From an optimization exercise on the open Yosys and OpenROAD flow, aimed at small area; shortcuts taken in it are not production practice. At most, simulation tests tie the RTL to the original design; equivalence was not proved. Power is estimated from default activity; no workload was simulated.

==> module chess_top, before the edit <==
module chess_top( MemOE, MemWR, RamCS, FlashCS, QuadSpiFlashCS,
		ClkPort,
		BtnL, BtnU, BtnD, BtnR, BtnC,
		Sw0,
		vga_hsync, vga_vsync,
		vga_r0, vga_r1, vga_r2,
		vga_g0, vga_g1, vga_g2,
		vga_b0, vga_b1,
		Ld0, Ld1, Ld2, Ld3, Ld4
	);
input		Sw0;
input		BtnL, BtnU, BtnD, BtnR, BtnC;
input		ClkPort;
output wire	MemOE, MemWR, RamCS, FlashCS, QuadSpiFlashCS;
assign MemOE = 1'b0;
assign MemWR = 1'b0;
assign RamCS = 1'b0;
assign FlashCS = 1'b0;
assign QuadSpiFlashCS = 1'b0;
output wire vga_hsync, vga_vsync;
output wire vga_r0, vga_r1, vga_r2;
output wire vga_g0, vga_g1, vga_g2;
output wire vga_b0, vga_b1;
output wire Ld0, Ld1, Ld2, Ld3, Ld4;
wire Reset = Sw0;
wire[2:0] vga_r;
wire[2:0] vga_g;
wire[1:0] vga_b;
assign vga_r0 = vga_r[2]; assign vga_r1 = vga_r[1]; assign vga_r2 = vga_r[0];
assign vga_g0 = vga_g[2]; assign vga_g1 = vga_g[1]; assign vga_g2 = vga_b[0];
assign vga_b0 = vga_b[1]; assign vga_b1 = vga_b[0];
wire BtnC_pulse, BtnU_pulse, BtnR_pulse, BtnL_pulse, BtnD_pulse;
input_debounce L_debounce(.CLK(ClkPort), .RESET(Reset), .Btn(BtnL), .Btn_pulse(BtnL_pulse));
input_debounce R_debounce(.CLK(ClkPort), .RESET(Reset), .Btn(BtnR), .Btn_pulse(BtnR_pulse));
input_debounce U_debounce(.CLK(ClkPort), .RESET(Reset), .Btn(BtnU), .Btn_pulse(BtnU_pulse));
input_debounce D_debounce(.CLK(ClkPort), .RESET(Reset), .Btn(BtnD), .Btn_pulse(BtnD_pulse));
input_debounce C_debounce(.CLK(ClkPort), .RESET(Reset), .Btn(BtnC), .Btn_pulse(BtnC_pulse));
function [3:0] init_piece;
	input [5:0] sq;
	reg [2:0] back;
	begin
		case (sq[2:0])
			3'd0, 3'd7: back = 3'd4;
			3'd1, 3'd6: back = 3'd2;
			3'd2, 3'd5: back = 3'd3;
			3'd3:       back = 3'd5;
			default:    back = 3'd6;
		endcase
		case (sq[5:3])
			3'd0: init_piece = {1'b1, back};
			3'd1: init_piece = 4'b1001;
			3'd6: init_piece = 4'b0001;
			3'd7: init_piece = {1'b0, back};
			default: init_piece = 4'b0000;
		endcase
	end
endfunction
wire [5:0] cursor_addr, selected_addr, dest_addr;
wire [3:0] sel_piece;
wire sel_empty;
wire [2:0] logic_state;
wire [3:0] cursor_contents;
reg ahead_empty;
wire player_is_black;
reg pend_dest;               
wire [5:0] ahead_sq = {(player_is_black ? 3'd2 : 3'd5), selected_addr[2:0]};
wire ahead_is_dest = (dest_addr[5] != player_is_black) && (dest_addr[3] != player_is_black)
                  && (dest_addr[0] == selected_addr[0]);
game_logic logic_module(
	.CLK(ClkPort), .RESET(Reset),
	.BtnL(BtnL_pulse), .BtnU(BtnU_pulse), .BtnR(BtnR_pulse), .BtnD(BtnD_pulse), .BtnC(BtnC_pulse),
	.cursor_contents(cursor_contents), .cursor_stale(pend_dest && cursor_addr[3] == dest_addr[3] && cursor_addr[0] == dest_addr[0]),
	.ahead_empty(ahead_empty && !(pend_dest && ahead_is_dest)),
	.cursor_addr(cursor_addr), .selected_addr(selected_addr),
	.sel_piece(sel_piece), .sel_empty(sel_empty), .dest_addr(dest_addr),
	.state(logic_state), .player_to_move(player_is_black), .move_is_legal(Ld4));
assign { Ld3, Ld2, Ld1, Ld0 } = { 1'b0, logic_state };
wire st_initial = (logic_state == 3'd0);
wire st_write   = (logic_state == 3'd3);
reg [255:0] ring;            
reg [5:0] phase;             
reg init_pending;
wire [3:0] slot0  = ring[3:0];
wire [3:0] slot32 = ring[131:128];
wire absorb_dest = pend_dest && (phase == dest_addr);
wire absorb_src  = sel_empty && (phase == selected_addr);
wire phase_last = (phase[4:0] == 5'd16);
reg [3:0] head_in;           
always @(*) begin
	if (init_pending) head_in = init_piece(phase);
	else if (absorb_dest) head_in = sel_piece;
	else if (absorb_src) head_in = 4'b0000;
	else head_in = slot0;
end
always @(posedge ClkPort) begin
	ring <= {head_in, ring[255:4]};
	phase <= st_initial ? 6'd0 : {phase[5] ^ phase_last,
	                              phase[3:0], phase[4] ^ phase[2] ^ (phase[3:0] == 4'd0)};
	init_pending <= st_initial | (init_pending & ~(phase_last & phase[5]));
	pend_dest <= st_write | (pend_dest & ~absorb_dest);
end
function [1:0] mod3;
	input [2:0] v;
	case (v)
		3'd0, 3'd3, 3'd6: mod3 = 2'd0;
		3'd1, 3'd4, 3'd7: mod3 = 2'd1;
		default:          mod3 = 2'd2;
	endcase
endfunction
reg [3:0] box [0:8];
function near1;
	input [2:0] a, b;
	case ({a, b})
		6'o00, 6'o01, 6'o10, 6'o11, 6'o12, 6'o21, 6'o22, 6'o23, 6'o32, 6'o33, 6'o34,
		6'o43, 6'o44, 6'o45, 6'o54, 6'o55, 6'o56, 6'o65, 6'o66, 6'o67, 6'o76, 6'o77: near1 = 1'b1;
		default: near1 = 1'b0;
	endcase
endfunction
wire head_near = near1(phase[5:3], cursor_addr[5:3]) && near1(phase[2:0], cursor_addr[2:0]);
always @(posedge ClkPort)
	if (head_near) box[mod3(phase[5:3]) * 3 + mod3(phase[2:0])] <= head_in;
assign cursor_contents = box[mod3(cursor_addr[5:3]) * 3 + mod3(cursor_addr[2:0])];
always @(posedge ClkPort)
	if (phase == ahead_sq) ahead_empty <= (head_in[2:0] == 3'b000);
wire [5:0] cur_sq, next_sq;
wire col_end;
reg [3:0] dcur, dnext;
wire next_any  = (next_sq[4:0] == phase[4:0]);      
wire next_head = next_any && (next_sq[5] == phase[5]);
always @(posedge ClkPort) begin
	if (next_any) dnext <= next_head ? head_in : slot32;
	if (col_end) dcur <= next_head ? head_in : dnext;
end
reg [3:0] disp_piece;
always @(*) begin
	if ((pend_dest || sel_empty) && cur_sq == dest_addr) disp_piece = sel_piece;
	else if (sel_empty && cur_sq == selected_addr) disp_piece = 4'b0000;
	else disp_piece = dcur;
end
display_interface display_interface(
	.CLK(ClkPort), .RESET(Reset),
	.HSYNC(vga_hsync), .VSYNC(vga_vsync),
	.R(vga_r), .G(vga_g), .B(vga_b),
	.PIECE(disp_piece), .CUR_SQ(cur_sq), .NEXT_SQ(next_sq), .COL_END(col_end),
	.CURSOR_ADDR(cursor_addr), .SELECT_ADDR(selected_addr),
	.SELECT_EN(logic_state == 3'd2));
endmodule
Settings: LEC_CHECK=0, CAP_MARGIN=20, CORE_MARGIN=2, CORE_UTILIZATION=60, CTS_BUF_LIST=sky130_fd_sc_hd__clkbuf_16, CTS_CLUSTER_DIAMETER=90, CTS_CLUSTER_SIZE=26, PLACE_DENSITY=0.8, SLEW_MARGIN=20; clock period 10.0 ns.
standard.sh (not shown) runs the stock make flow with config.mk's settings and CLKGATE_MAP_FILE= SYNTH_SCRIPT=/design/flow/synth_recipe.tcl, a recipe that flattens the netlist after the stock synthesis.
==> flow/flow/run.sh <==
#!/bin/bash
# Standard layout, with the port buffers made from the smallest buffer cell.
bash standard.sh BUFFER_PORTS_ARGS="-buffer_cell sky130_fd_sc_hd__buf_1" finish > standard.log 2>&1
==> next run, changes <==
--- a/flow/design.v
+++ b/flow/design.v
@@ -374,30 +374,28 @@
 wire [3:0] sel_piece;
 wire sel_empty;
 wire [2:0] logic_state;
 wire [3:0] cursor_contents;
 reg ahead_empty;
 wire player_is_black;
-reg pend_dest;               
-wire [5:0] ahead_sq = {(player_is_black ? 3'd2 : 3'd5), selected_addr[2:0]};
-wire ahead_is_dest = (dest_addr[5] != player_is_black) && (dest_addr[3] != player_is_black)
-                  && (dest_addr[0] == selected_addr[0]);
 game_logic logic_module(
 	.CLK(ClkPort), .RESET(Reset),
 	.BtnL(BtnL_pulse), .BtnU(BtnU_pulse), .BtnR(BtnR_pulse), .BtnD(BtnD_pulse), .BtnC(BtnC_pulse),
 	.cursor_contents(cursor_contents), .cursor_stale(pend_dest && cursor_addr[3] == dest_addr[3] && cursor_addr[0] == dest_addr[0]),
 	.ahead_empty(ahead_empty && !(pend_dest && ahead_is_dest)),
 	.cursor_addr(cursor_addr), .selected_addr(selected_addr),
 	.sel_piece(sel_piece), .sel_empty(sel_empty), .dest_addr(dest_addr),
 	.state(logic_state), .player_to_move(player_is_black), .move_is_legal(Ld4));
 assign { Ld3, Ld2, Ld1, Ld0 } = { 1'b0, logic_state };
 wire st_initial = (logic_state == 3'd0);
 wire st_write   = (logic_state == 3'd3);
+wire st_erase   = (logic_state == 3'd4);
 reg [255:0] ring;            
 reg [5:0] phase;             
 reg init_pending;
+reg pend_dest;               
 wire [3:0] slot0  = ring[3:0];
 wire [3:0] slot32 = ring[131:128];
 wire absorb_dest = pend_dest && (phase == dest_addr);
 wire absorb_src  = sel_empty && (phase == selected_addr);
 wire phase_last = (phase[4:0] == 5'd16);
 reg [3:0] head_in;           
@@ -432,26 +430,33 @@
 	endcase
 endfunction
 wire head_near = near1(phase[5:3], cursor_addr[5:3]) && near1(phase[2:0], cursor_addr[2:0]);
 always @(posedge ClkPort)
 	if (head_near) box[mod3(phase[5:3]) * 3 + mod3(phase[2:0])] <= head_in;
 assign cursor_contents = box[mod3(cursor_addr[5:3]) * 3 + mod3(cursor_addr[2:0])];
+wire [5:0] ahead_sq = {(player_is_black ? 3'd2 : 3'd5), selected_addr[2:0]};
+wire ahead_is_dest = (dest_addr[5] != player_is_black) && (dest_addr[3] != player_is_black)
+                  && (dest_addr[0] == selected_addr[0]);
 always @(posedge ClkPort)
 	if (phase == ahead_sq) ahead_empty <= (head_in[2:0] == 3'b000);
 wire [5:0] cur_sq, next_sq;
 wire col_end;
 reg [3:0] dcur, dnext;
 wire next_any  = (next_sq[4:0] == phase[4:0]);      
 wire next_head = next_any && (next_sq[5] == phase[5]);
+wire cur_is_dest = (cur_sq == dest_addr);
+wire cur_is_src  = (cur_sq == selected_addr);
 always @(posedge ClkPort) begin
 	if (next_any) dnext <= next_head ? head_in : slot32;
 	if (col_end) dcur <= next_head ? head_in : dnext;
+	else if (absorb_dest && cur_is_dest) dcur <= sel_piece;
+	else if (absorb_src && cur_is_src) dcur <= 4'b0000;
 end
 reg [3:0] disp_piece;
 always @(*) begin
-	if ((pend_dest || sel_empty) && cur_sq == dest_addr) disp_piece = sel_piece;
+	if (pend_dest && cur_sq == dest_addr) disp_piece = sel_piece;
 	else if (sel_empty && cur_sq == selected_addr) disp_piece = 4'b0000;
 	else disp_piece = dcur;
 end
 display_interface display_interface(
 	.CLK(ClkPort), .RESET(Reset),
 	.HSYNC(vga_hsync), .VSYNC(vga_vsync),
Result: Clock-buffer cell count is lower by 1. Register-to-register slack loses 0.74 ns. Routed wire length goes down by 1.6%. Combinational power came out lower by 5.7%. Fmax went up by 1.7%. Sequential cell count does not change. First-iteration DRC count goes up by 4.3%. Worst setup slack improves by 0.12 ns. Final area stays flat. Total power is lower by 2.8%.

========
chess_top, a different RTL version from the one above (not shown whole).
Size in the first run: roughly 1200 cells after synthesis.
Settings: LEC_CHECK=0, CAP_MARGIN=20, CORE_MARGIN=2, CORE_UTILIZATION=60, CTS_BUF_LIST=sky130_fd_sc_hd__clkbuf_16, CTS_CLUSTER_DIAMETER=100, CTS_CLUSTER_SIZE=28, PLACE_DENSITY=0.85, SLEW_MARGIN=20; clock period 10.0 ns.
Scripts as last shown in full above: flow/flow/run.sh
Edit:
--- a/flow/design.v
+++ b/flow/design.v
@@ -2,35 +2,35 @@
 input CLK;
 input RESET;
 input Btn;
 output Btn_pulse;
 localparam [10:0] FIRST = 11'd117;      
 reg s;
 reg P;
-reg idle;
+reg busy;                     
 reg [10:0] C;
 assign Btn_pulse = P;
 wire last = (C[9] == 1'b0) && (C[7:0] == 8'b0011_0000);
 wire go   = (Btn ^ s) & ~P;            
-wire done = go & ~idle & last;         
+wire done = go & busy & last;         
 always @(posedge CLK, posedge RESET)
 begin
 	if (RESET) begin
 		s <= 1'b0;
 		P <= 1'b0;
-		idle <= 1'b1;
+		busy <= 1'b0;
 	end
 	else begin
 		if (done) s <= ~s;
 		P <= done & ~s;
-		idle <= ~go | done;
+		busy <= go & ~done;
 	end
 end
 always @(posedge CLK)
-	C <= idle ? FIRST : {C[9:0], ~(C[10] ^ C[8])};
+	C <= busy ? {C[9:0], ~(C[10] ^ C[8])} : FIRST;
 endmodule
 module hvsync_generator(clk, reset, vga_h_sync, vga_v_sync, xb, xu, xr5, yb, yu, yr5);
 input clk;
 input reset;
 output vga_h_sync, vga_v_sync;
 output reg [3:0] xb;
 output reg [3:0] xu;
@@ -377,15 +377,15 @@
 wire [3:0] cursor_contents;
 reg ahead_empty;
 wire player_is_black;
 game_logic logic_module(
 	.CLK(ClkPort), .RESET(Reset),
 	.BtnL(BtnL_pulse), .BtnU(BtnU_pulse), .BtnR(BtnR_pulse), .BtnD(BtnD_pulse), .BtnC(BtnC_pulse),
 	.cursor_contents(cursor_contents), .cursor_stale(pend_dest && cursor_addr[3] == dest_addr[3] && cursor_addr[0] == dest_addr[0]),
-	.ahead_empty(ahead_empty),
+	.ahead_empty(ahead_empty && !(pend_dest && dest_addr == ahead_sq)),
 	.cursor_addr(cursor_addr), .selected_addr(selected_addr),
 	.sel_piece(sel_piece), .sel_empty(sel_empty), .dest_addr(dest_addr),
 	.state(logic_state), .player_to_move(player_is_black), .move_is_legal(Ld4));
 assign { Ld3, Ld2, Ld1, Ld0 } = { 1'b0, logic_state };
 wire st_initial = (logic_state == 3'd0);
 wire st_write   = (logic_state == 3'd3);
 wire st_erase   = (logic_state == 3'd4);
@@ -393,26 +393,28 @@
 reg [5:0] phase;             
 reg init_pending;
 reg pend_dest;               
 wire [3:0] slot0  = ring[3:0];
 wire [3:0] slot32 = ring[131:128];
 wire absorb_dest = pend_dest && (phase == dest_addr);
 wire absorb_src  = sel_empty && (phase == selected_addr);
+wire phase_last = (phase[4:0] == 5'd16);
 reg [3:0] head_in;           
 always @(*) begin
 	if (init_pending) head_in = init_piece(phase);
 	else if (absorb_dest) head_in = sel_piece;
 	else if (absorb_src) head_in = 4'b0000;
 	else head_in = slot0;
 end
 always @(posedge ClkPort) begin
 	ring <= {head_in, ring[255:4]};
-	phase <= st_initial ? 6'd0 : phase + 6'd1;
-	init_pending <= st_initial | (init_pending & (phase != 6'd63));
-	pend_dest <= ~st_initial & (st_write | (pend_dest & ~absorb_dest));
+	phase <= st_initial ? 6'd0 : {phase[5] ^ phase_last,
+	                              phase[3:0], phase[4] ^ phase[2] ^ (phase[3:0] == 4'd0)};
+	init_pending <= st_initial | (init_pending & ~(phase_last & phase[5]));
+	pend_dest <= st_write | (pend_dest & ~absorb_dest);
 end
 function [1:0] mod3;
 	input [2:0] v;
 	case (v)
 		3'd0, 3'd3, 3'd6: mod3 = 2'd0;
 		3'd1, 3'd4, 3'd7: mod3 = 2'd1;
 		default:          mod3 = 2'd2;
=>
- The new run finished clean
- setup slack got worse by 250 ps
- synthesized area drops slightly
- routed wire length stays flat
- power climbs by a few percent
- die area drops slightly
- maximum frequency drops by a few percent
- final cell count drops by a few percent
- combinational power climbs by a quarter to a third
The RTL of the first run of this note was laid out without a check of its function.

========
Setup of main:
Another version of the RTL of chess_top (not shown whole).
Size in the first run: about 1200 cells after synthesis, about 27 I/O pins, ~0.015 mm2 of cells after synthesis.
==> module chess_top, before the edit <==
module chess_top( MemOE, MemWR, RamCS, FlashCS, QuadSpiFlashCS,
		ClkPort,
		BtnL, BtnU, BtnD, BtnR, BtnC,
		Sw0,
		vga_hsync, vga_vsync,
		vga_r0, vga_r1, vga_r2,
		vga_g0, vga_g1, vga_g2,
		vga_b0, vga_b1,
		Ld0, Ld1, Ld2, Ld3, Ld4
	);
input		Sw0;
input		BtnL, BtnU, BtnD, BtnR, BtnC;
input		ClkPort;
output wire	MemOE, MemWR, RamCS, FlashCS, QuadSpiFlashCS;
assign MemOE = 1'b0;
assign MemWR = 1'b0;
assign RamCS = 1'b0;
assign FlashCS = 1'b0;
assign QuadSpiFlashCS = 1'b0;
output wire vga_hsync, vga_vsync;
output wire vga_r0, vga_r1, vga_r2;
output wire vga_g0, vga_g1, vga_g2;
output wire vga_b0, vga_b1;
output wire Ld0, Ld1, Ld2, Ld3, Ld4;
wire Reset = Sw0;
wire[2:0] vga_r;
wire[2:0] vga_g;
wire[1:0] vga_b;
assign vga_r0 = vga_r[2]; assign vga_r1 = vga_r[1]; assign vga_r2 = vga_r[0];
assign vga_g0 = vga_g[2]; assign vga_g1 = vga_g[1]; assign vga_g2 = vga_b[0];
assign vga_b0 = vga_b[1]; assign vga_b1 = vga_b[0];
wire BtnC_pulse, BtnU_pulse, BtnR_pulse, BtnL_pulse, BtnD_pulse;
input_debounce L_debounce(.CLK(ClkPort), .RESET(Reset), .Btn(BtnL), .Btn_pulse(BtnL_pulse));
input_debounce R_debounce(.CLK(ClkPort), .RESET(Reset), .Btn(BtnR), .Btn_pulse(BtnR_pulse));
input_debounce U_debounce(.CLK(ClkPort), .RESET(Reset), .Btn(BtnU), .Btn_pulse(BtnU_pulse));
input_debounce D_debounce(.CLK(ClkPort), .RESET(Reset), .Btn(BtnD), .Btn_pulse(BtnD_pulse));
input_debounce C_debounce(.CLK(ClkPort), .RESET(Reset), .Btn(BtnC), .Btn_pulse(BtnC_pulse));
function [3:0] init_piece;
	input [5:0] sq;
	reg [2:0] back;
	begin
		case (sq[2:0])
			3'd0, 3'd7: back = 3'd4;
			3'd1, 3'd6: back = 3'd2;
			3'd2, 3'd5: back = 3'd3;
			3'd3:       back = 3'd5;
			default:    back = 3'd6;
		endcase
		case (sq[5:3])
			3'd0: init_piece = {1'b1, back};
			3'd1: init_piece = 4'b1001;
			3'd6: init_piece = 4'b0001;
			3'd7: init_piece = {1'b0, back};
			default: init_piece = 4'b0000;
		endcase
	end
endfunction
wire [5:0] cursor_addr, selected_addr, dest_addr;
wire [3:0] sel_piece;
wire sel_empty;
wire [2:0] logic_state;
wire [3:0] cursor_contents;
reg ahead_empty;
wire player_is_black;
reg pend_dest;               
wire [5:0] ahead_sq = {(player_is_black ? 3'd2 : 3'd5), selected_addr[2:0]};
wire ahead_is_dest = (dest_addr[5] != player_is_black) && (dest_addr[3] != player_is_black)
                  && (dest_addr[0] == selected_addr[0]);
game_logic logic_module(
	.CLK(ClkPort), .RESET(Reset),
	.BtnL(BtnL_pulse), .BtnU(BtnU_pulse), .BtnR(BtnR_pulse), .BtnD(BtnD_pulse), .BtnC(BtnC_pulse),
	.cursor_contents(cursor_contents), .cursor_stale(pend_dest && cursor_addr[3] == dest_addr[3] && cursor_addr[0] == dest_addr[0]),
	.ahead_empty(ahead_empty && !(pend_dest && ahead_is_dest)),
	.cursor_addr(cursor_addr), .selected_addr(selected_addr),
	.sel_piece(sel_piece), .sel_empty(sel_empty), .dest_addr(dest_addr),
	.state(logic_state), .player_to_move(player_is_black), .move_is_legal(Ld4));
assign { Ld3, Ld2, Ld1, Ld0 } = { 1'b0, logic_state };
wire st_initial = (logic_state == 3'd0);
wire st_write   = (logic_state == 3'd3);
reg [255:0] ring;            
reg [5:0] phase;             
reg init_pending;
wire [3:0] slot0  = ring[3:0];
wire [3:0] slot32 = ring[131:128];
wire absorb_dest = pend_dest && (phase == dest_addr);
wire absorb_src  = sel_empty && (phase == selected_addr);
wire phase_last = (phase[4:0] == 5'd16);
reg [3:0] head_in;           
always @(*) begin
	if (init_pending) head_in = init_piece(phase);
	else if (absorb_dest) head_in = sel_piece;
	else if (absorb_src) head_in = 4'b0000;
	else head_in = slot0;
end
always @(posedge ClkPort) begin
	ring <= {head_in, ring[255:4]};
	phase <= st_initial ? 6'd0 : {phase[5] ^ phase_last,
	                              phase[3:0], phase[4] ^ phase[2] ^ (phase[3:0] == 4'd0)};
	init_pending <= st_initial | (init_pending & ~(phase_last & phase[5]));
	pend_dest <= st_write | (pend_dest & ~absorb_dest);
end
function [1:0] mod3;
	input [2:0] v;
	case (v)
		3'd0, 3'd3, 3'd6: mod3 = 2'd0;
		3'd1, 3'd4, 3'd7: mod3 = 2'd1;
		default:          mod3 = 2'd2;
	endcase
endfunction
reg [3:0] box [0:8];
function near1;
	input [2:0] a, b;
	case ({a, b})
		6'o00, 6'o01, 6'o10, 6'o11, 6'o12, 6'o21, 6'o22, 6'o23, 6'o32, 6'o33, 6'o34,
		6'o43, 6'o44, 6'o45, 6'o54, 6'o55, 6'o56, 6'o65, 6'o66, 6'o67, 6'o76, 6'o77: near1 = 1'b1;
		default: near1 = 1'b0;
	endcase
endfunction
wire head_near = near1(phase[5:3], cursor_addr[5:3]) && near1(phase[2:0], cursor_addr[2:0]);
always @(posedge ClkPort)
	if (head_near) box[mod3(phase[5:3]) * 3 + mod3(phase[2:0])] <= head_in;
assign cursor_contents = box[mod3(cursor_addr[5:3]) * 3 + mod3(cursor_addr[2:0])];
always @(posedge ClkPort)
	if (phase == ahead_sq) ahead_empty <= (head_in[2:0] == 3'b000);
wire [5:0] cur_sq, next_sq;
wire col_end;
reg [3:0] dcur, dnext;
wire next_any  = (next_sq[4:0] == phase[4:0]);      
wire next_head = next_any && (next_sq[5] == phase[5]);
wire cur_is_dest = (cur_sq == dest_addr);
wire cur_is_src  = (cur_sq == selected_addr);
always @(posedge ClkPort) begin
	if (next_any) dnext <= next_head ? head_in : slot32;
	if (col_end) dcur <= next_head ? head_in : dnext;
	else if (absorb_dest && cur_is_dest) dcur <= sel_piece;
	else if (absorb_src && cur_is_src) dcur <= 4'b0000;
end
reg [3:0] disp_piece;
always @(*) begin
	if (pend_dest && cur_sq == dest_addr) disp_piece = sel_piece;
	else if (sel_empty && cur_sq == selected_addr) disp_piece = 4'b0000;
	else disp_piece = dcur;
end
display_interface display_interface(
	.CLK(ClkPort), .RESET(Reset),
	.HSYNC(vga_hsync), .VSYNC(vga_vsync),
	.R(vga_r), .G(vga_g), .B(vga_b),
	.PIECE(disp_piece), .CUR_SQ(cur_sq), .NEXT_SQ(next_sq), .COL_END(col_end),
	.CURSOR_ADDR(cursor_addr), .SELECT_ADDR(selected_addr),
	.SELECT_EN(logic_state == 3'd2));
endmodule
==> flow/config.mk <==
export PLATFORM = sky130hd
export DESIGN_NAME = chess_top
export DESIGN_NICKNAME = chess_top
export VERILOG_FILES = /design/flow/design.v
export SDC_FILE = /design/flow/constraint.sdc
export NUM_CORES = 8
export LEC_CHECK = 0
export CAP_MARGIN = 20
export CORE_MARGIN = 2
export CORE_UTILIZATION = 60
export CTS_BUF_LIST = sky130_fd_sc_hd__clkbuf_16
export CTS_CLUSTER_DIAMETER = 90
export CTS_CLUSTER_SIZE = 26
export PLACE_DENSITY = 0.8
export SLEW_MARGIN = 20
==> flow/constraint.sdc <==
create_clock -name core_clock -period 10.0 [get_ports {ClkPort}]
set_input_delay 2.0000 -clock core_clock [delete_from_list [all_inputs] [get_ports {ClkPort}]]
set_output_delay 2.0000 -clock core_clock [all_outputs]
set_load 0.01 [all_outputs]
Scripts as last shown in full above: flow/flow/run.sh
main reached the final stage; the timing, design-rule and antenna checks on its layout passed.
Input changes introduced in the feature branch (baseline for comparison: main):
diff --git a/flow/design.v b/flow/design.v
--- a/flow/design.v
+++ b/flow/design.v
@@ -378,5 +378,6 @@
 reg ahead_empty;
 wire player_is_black;
-reg pend_dest;               
+wire st_erase = (logic_state == 3'd4);
+wire dest_written = st_erase | sel_empty;
 wire [5:0] ahead_sq = {(player_is_black ? 3'd2 : 3'd5), selected_addr[2:0]};
 wire ahead_is_dest = (dest_addr[5] != player_is_black) && (dest_addr[3] != player_is_black)
@@ -385,6 +386,6 @@
 	.CLK(ClkPort), .RESET(Reset),
 	.BtnL(BtnL_pulse), .BtnU(BtnU_pulse), .BtnR(BtnR_pulse), .BtnD(BtnD_pulse), .BtnC(BtnC_pulse),
-	.cursor_contents(cursor_contents), .cursor_stale(pend_dest && cursor_addr[3] == dest_addr[3] && cursor_addr[0] == dest_addr[0]),
-	.ahead_empty(ahead_empty && !(pend_dest && ahead_is_dest)),
+	.cursor_contents(cursor_contents), .cursor_stale(st_erase && cursor_addr[3] == dest_addr[3] && cursor_addr[0] == dest_addr[0]),
+	.ahead_empty(ahead_empty && !(st_erase && ahead_is_dest)),
 	.cursor_addr(cursor_addr), .selected_addr(selected_addr),
 	.sel_piece(sel_piece), .sel_empty(sel_empty), .dest_addr(dest_addr),
@@ -398,5 +399,5 @@
 wire [3:0] slot0  = ring[3:0];
 wire [3:0] slot32 = ring[131:128];
-wire absorb_dest = pend_dest && (phase == dest_addr);
+wire absorb_dest = dest_written && (phase == dest_addr);
 wire absorb_src  = sel_empty && (phase == selected_addr);
 wire phase_last = (phase[4:0] == 5'd16);
@@ -412,6 +413,5 @@
 	phase <= st_initial ? 6'd0 : {phase[5] ^ phase_last,
 	                              phase[3:0], phase[4] ^ phase[2] ^ (phase[3:0] == 4'd0)};
-	init_pending <= st_initial | (init_pending & ~(phase_last & phase[5]));
-	pend_dest <= st_write | (pend_dest & ~absorb_dest);
+	init_pending <= st_initial | (init_pending & ~st_write);
 end
 function [1:0] mod3;
@@ -443,15 +443,11 @@
 wire next_any  = (next_sq[4:0] == phase[4:0]);      
 wire next_head = next_any && (next_sq[5] == phase[5]);
-wire cur_is_dest = (cur_sq == dest_addr);
-wire cur_is_src  = (cur_sq == selected_addr);
 always @(posedge ClkPort) begin
 	if (next_any) dnext <= next_head ? head_in : slot32;
 	if (col_end) dcur <= next_head ? head_in : dnext;
-	else if (absorb_dest && cur_is_dest) dcur <= sel_piece;
-	else if (absorb_src && cur_is_src) dcur <= 4'b0000;
 end
 reg [3:0] disp_piece;
 always @(*) begin
-	if (pend_dest && cur_sq == dest_addr) disp_piece = sel_piece;
+	if (dest_written && cur_sq == dest_addr) disp_piece = sel_piece;
 	else if (sel_empty && cur_sq == selected_addr) disp_piece = 4'b0000;
 	else disp_piece = dcur;
Results
- Per the comparison of the feature branch with main, layout overhead on the synthesized area climbed 0.67 points, number of violations reported at the end of detailed-routing iteration 0 dropped 10%, proportion of synthesized area in mux cells barely changed, count of multi-input gates dropped about 4%, utilization after layout climbed 0.85 points.
- Wire length of the first global-routing pass for the feature branch: 650 um down relative to main
- Taking main as the reference, in the feature branch final cell count now sits lower, fmax now sits lower, placeable core region saw a decrease, worst hold slack did not really move.
- The feature branch vs. main: maximum VDD drop went up by 0.032 mV.
- Per the comparison of the feature branch with main, total power comparable, headroom to the max-slew limit now larger, power density relative to cell area now larger.

[separate check: timing with driven ports]
How much do the figures lean on ideal ports? The routed layouts below were timed once more, with nothing changed but the port constraints. Step 1 assumes that a clkbuf_16 drives the clock port and a buf_2 every other input. Step 2, shift: input delay + t, output delay - t, t = (earliest + latest rising clock arrival at the registers) / 2. This alone moves slack from input paths to output paths. Three values: ideal ports, drivers, drivers and shift; two values: the first two.
| run | shift t [ns] | setup slack, ns | worst hold slack (ns) |
|---|---|---|---|
| the first run of note 1 | 0.572 | 2.826 / 2.779 / 3.351 | 0.316 / 0.316 / 0.316 |
| the second run of note 1 | 0.568 | 2.946 / 2.900 / 3.468 | 0.314 / 0.314 / 0.314 |
| the first run of note 2 | 0.579 | 2.814 / 2.768 / 3.347 | 0.320 / 0.320 / 0.320 |
| the second run of note 2 | 0.568 | 2.566 / 2.520 / 3.088 | 0.317 / 0.317 / 0.317 |
| main | 0.557 | 2.672 / 2.629 / 3.186 | 0.325 / 0.325 / 0.325 |
| the feature branch | 0.581 | 2.392 / 2.347 / 2.928 | 0.328 / 0.328 / 0.328 |
After both steps every run listed still meets setup and hold.
